This design comes from an exercise in tuning for small area, a short achievable clock period and few clock cycles per item on the open sky130 flow, not from production work.
The RTL was checked by simulation tests, not by an equivalence proof against the original design.
Power is estimated from default activity; no workload was simulated.

## sw_tile16
module sw_tile16 (
    input  wire         clk,
    input  wire         rst,
    input  wire         start,
    input  wire [31:0]  seqA,           
    input  wire [31:0]  seqB,           
    input  wire [127:0] firstRow,       
    input  wire [127:0] firstCol,       
    input  wire [7:0]   diagonalCell,   
    output reg          done,
    output wire [7:0]   max_score,
    output wire [3:0]   max_row,
    output wire [3:0]   max_col,
    output wire [511:0] traceback,      
    output wire [127:0] lastRow,        
    output wire [127:0] lastCol         
);
Size: about 1200 flip-flops, about 1100 I/O pins.
export LEC_CHECK = 0
export ABC_AREA = 1
export CAP_MARGIN = 20
export CORE_MARGIN = 2
export CORE_UTILIZATION = 55
export CTS_CLUSTER_DIAMETER = 80
export CTS_CLUSTER_SIZE = 20
export PLACE_DENSITY = 0.65
export SETUP_SLACK_MARGIN = 3.75
export SLEW_MARGIN = 20
export TNS_END_PERCENT = 5
create_clock -name core_clock -period 6.5 [get_ports {clk}]
standard.sh (not shown) runs the stock make flow with config.mk's settings and CLKGATE_MAP_FILE= SYNTH_SCRIPT=/design/flow/synth_recipe.tcl, a recipe that flattens the netlist after the stock synthesis.
==> flow/flow/run.sh <==
#!/bin/bash
set -euo pipefail
bash standard.sh "BUFFER_PORTS_ARGS=-buffer_cell sky130_fd_sc_hd__buf_1" finish > flow_make.log 2>&1
Testbench counts at the start, summed over its fixed seeds: cycles 12,672, jobs 384.
==> next run, changes <==
CORE_UTILIZATION = 62   (was 55)
PLACE_DENSITY = 0.72   (was 0.65)
SETUP_SLACK_MARGIN = 4.0   (was 3.75)
The changed run completed without violations.
Design area grows by 0.96%.
Register-to-register slack gets better by 0.14 ns.
Worst hold slack is about the same.
Critical path depth stays the same.
Total power stays flat.
Combinational power grows by about 3%.
==> next run, changes <==
CORE_UTILIZATION = 55   (was 62)
PLACE_DENSITY = 0.65   (was 0.72)
The new run completed with no timing, DRC or antenna violations; final area grows by 1.3%; setup slack is worse by 0.030 ns; die area goes up by 13%; fmax decreases by 1.1%; critical path depth stays the same.
==> next run, changes <==
CORE_UTILIZATION = 66   (was 55)
PLACE_DENSITY = 0.75   (was 0.65)
The new run completed without violations; setup slack gets worse by 0.17 ns; register-to-register slack gets worse by 0.27 ns; total power stays flat; synthesized cell count is unchanged; clock-buffer cell count is lower by 2; synthesized area does not change; die area is lower by about a fifth; via count is higher by a few percent.
==> next run, changes <==
CORE_UTILIZATION = 62   (was 66)
PLACE_DENSITY = 0.72   (was 0.75)
SETUP_SLACK_MARGIN = 3.75   (was 4.0)
Result: The new run completed with no timing, DRC or antenna violations. Cell count stays flat. Setup slack is about the same. Final area went down by 1.7%. Critical path depth falls by 7. Flip-flop and latch count does not change.

* * *

Setup of v6:
sw_tile16, a different RTL version from the one above (not shown whole).
Size: ~7500 cells after synthesis, roughly 1200 flip-flops, ~1100 I/O pins, about 63000 µm² of cells after synthesis.
Design sw_tile16, start of the top module:
module sw_tile16 (
    input  wire         clk,
    input  wire         rst,
    input  wire         start,
    input  wire [31:0]  seqA,           
    input  wire [31:0]  seqB,           
    input  wire [127:0] firstRow,       
    input  wire [127:0] firstCol,       
    input  wire [7:0]   diagonalCell,   
    output reg          done,
    output wire [7:0]   max_score,
    output wire [3:0]   max_row,
    output wire [3:0]   max_col,
    output wire [511:0] traceback,      
    output wire [127:0] lastRow,        
    output wire [127:0] lastCol         
);
clock: 6.5 ns
lec_check: 0
abc_area: 1
cap_margin: 20
core_margin: 2
core_utilization: 55
place_density: 0.65
setup_slack_margin: 3.5
slew_margin: 20
tns_end_percent: 5
Scripts as last shown in full above: flow/flow/run.sh
v6 | stages: all done | timing, DRC, antenna: all pass
Testbench counts of v6, summed over its fixed seeds: cycles 12,672, jobs 384.
> inputs changed (v6 -> v11)
- CTS_CLUSTER_SIZE now 30, previously not set
- ABC_AREA no longer set, was 1
- CTS_CLUSTER_DIAMETER now 100, previously not set
Findings:
- In the tables for v6 and v11, core utilization reads lower with v6.
- The final reports for v11 and v6 show synthesized net count lower in the former.
- Going from v6 to v11, cell count after synthesis shrinks by 28%.
- Maximum frequency: v11 worse than v6
- The number of cells after detailed placement reported for v11 is smaller than that of v6 by 2183.
- v11 gives less part of the power in combinational logic than v6 did.
- As far as buffering stage count on the worst path with inverters included goes, v6 and v11 are indistinguishable; the numbers are identical.
- Cmp v11 vs v6: final critical-path share of the clock period higher in v11
- Relative slew slack delta (v11 − v6): favourable
- Between v6 and v11, setup slack decreased.
## Diff of input files: v29 against v11
- a deleted CTS_CLUSTER_SIZE that had been 30
- a deleted CTS_CLUSTER_DIAMETER that had been 100
==> comparison <==
| sequential power | v11 vs v29 | ≈ equal |
Tightest hold margin ends up higher on v11.
v29 against v11: total chip power now larger, critical-path maximum fanout increased 2, total detailed-routing wirelength shows an increase of 0.72%, final cell area excluding filler cells went up, via count went up 517.
[inputs] v5 vs v29
- removing TNS_END_PERCENT (formerly 5)
==> flow/run.sh (new file) <==
#!/bin/bash
# synth_recipe.tcl (not shown) runs the flow's synth.tcl, then flattens the netlist and writes it again
# the make line also repeats each setting of config.mk as NAME=value (left out here)
make -C /OpenROAD-flow-scripts/flow DESIGN_CONFIG=/design/flow/config.mk WORK_HOME=/design/flow/orfs CLKGATE_MAP_FILE= SYNTH_SCRIPT=/design/flow/synth_recipe.tcl finish
removed: flow/flow/run.sh
removed: flow/standard.sh
==> comparison <==
- | worst hold-check slack | v29 vs v5 | ≈ equal |
- Compared to v29, v5 has overall power after layout about 10% higher.
- Comparing v29 and v5, the higher layout-stage area growth over the synthesis result is on v5.
- v5 ends up with higher proportion of power drawn by combinational gates than v29 does.

* * *

sw_tile16 again, from the RTL that the note above started with.
Settings: LEC_CHECK=0, ABC_AREA=1, CAP_MARGIN=20, CORE_MARGIN=2, CORE_UTILIZATION=55, CTS_CLUSTER_DIAMETER=80, CTS_CLUSTER_SIZE=20, PLACE_DENSITY=0.65, SETUP_SLACK_MARGIN=3.5, SLEW_MARGIN=20, TNS_END_PERCENT=5; clock period 6.5 ns.
==> flow/flow/run.sh <==
#!/bin/bash
set -euo pipefail
bash standard.sh "BUFFER_PORTS_ARGS=-buffer_cell sky130_fd_sc_hd__buf_1" finish > flow_make.log 2>&1
The baseline finished with timing, DRC and antenna clean.
Testbench counts at the start, summed over its fixed seeds: cycles 12,672, jobs 384.
==> next run, changes <==
Settings changed: SETUP_SLACK_MARGIN 3.5 to 4.0.
Effect:
- The changed run passed the timing, DRC and antenna checks
- worst hold slack degrades by 8.0 ps
- flip-flop and latch count is unchanged
- synthesized cell count does not change
- setup slack gains 400 ps
- fmax climbs by 14%
- routed wire length increases by 4.8%
- cell count rises by 2.5%
- clock power grows by about 3%

[what the ideal ports hide]
In the flow no input, the clock included, has a driving cell. The finished layouts below were timed again as built, in two steps. Step 1, drivers: a clkbuf_16 drives clk and a buf_2 each remaining input, both assumed. Step 2 times the ports against the registers' clock, not the clock port: input delays grow and output delays shrink by t, the midpoint of the rising clock arrivals with the driver on. a / b / c = no drivers / after step 1 / after step 2; a / b = the first two.
run	shift t [ns]	setup WS [ns]	hold WS [ns]	clock arrival spread, ns	worst slew at a driven data input, ns
the first run of note 1	0.766	3.567 / 3.496 / 2.955	0.365 / 0.365 / 0.365	0.046 / 0.046	0.16
the second run of note 1	0.756	3.725 / 3.651 / 3.076	0.366 / 0.366 / 0.366	0.034 / 0.035	0.19
the third run of note 1	0.767	3.694 / 3.618 / 3.007	0.366 / 0.366 / 0.366	0.028 / 0.028	0.17
the fourth run of note 1	0.760	3.526 / 3.478 / 3.377	0.368 / 0.368 / 0.368	0.033 / 0.033	0.28
the fifth run of note 1	0.766	3.524 / 3.447 / 2.929	0.365 / 0.365 / 0.365	0.039 / 0.038	0.12
v6	0.825	3.230 / 3.158 / 2.810	0.364 / 0.364 / 0.364	0.031 / 0.031	0.18
v11	0.774	2.967 / 2.967 / 2.702	0.373 / 0.373 / 0.373	0.044 / 0.045	0.12
v29	0.835	2.957 / 2.957 / 2.691	0.366 / 0.366 / 0.366	0.034 / 0.035	0.14
v5	0.841	2.885 / 2.885 / 2.666	0.365 / 0.365 / 0.365	0.026 / 0.027	0.15
the first run of note 3	0.756	3.244 / 3.244 / 2.866	0.372 / 0.372 / 0.372	0.038 / 0.039	0.17
the second run of note 3	0.770	3.648 / 3.572 / 3.125	0.364 / 0.364 / 0.364	0.037 / 0.037	0.16
After both steps every run listed still meets setup and hold. For the third run of note 1, which loses most, drivers alone change the setup slack by -0.076 ns; drivers and shift together by -0.687 ns.
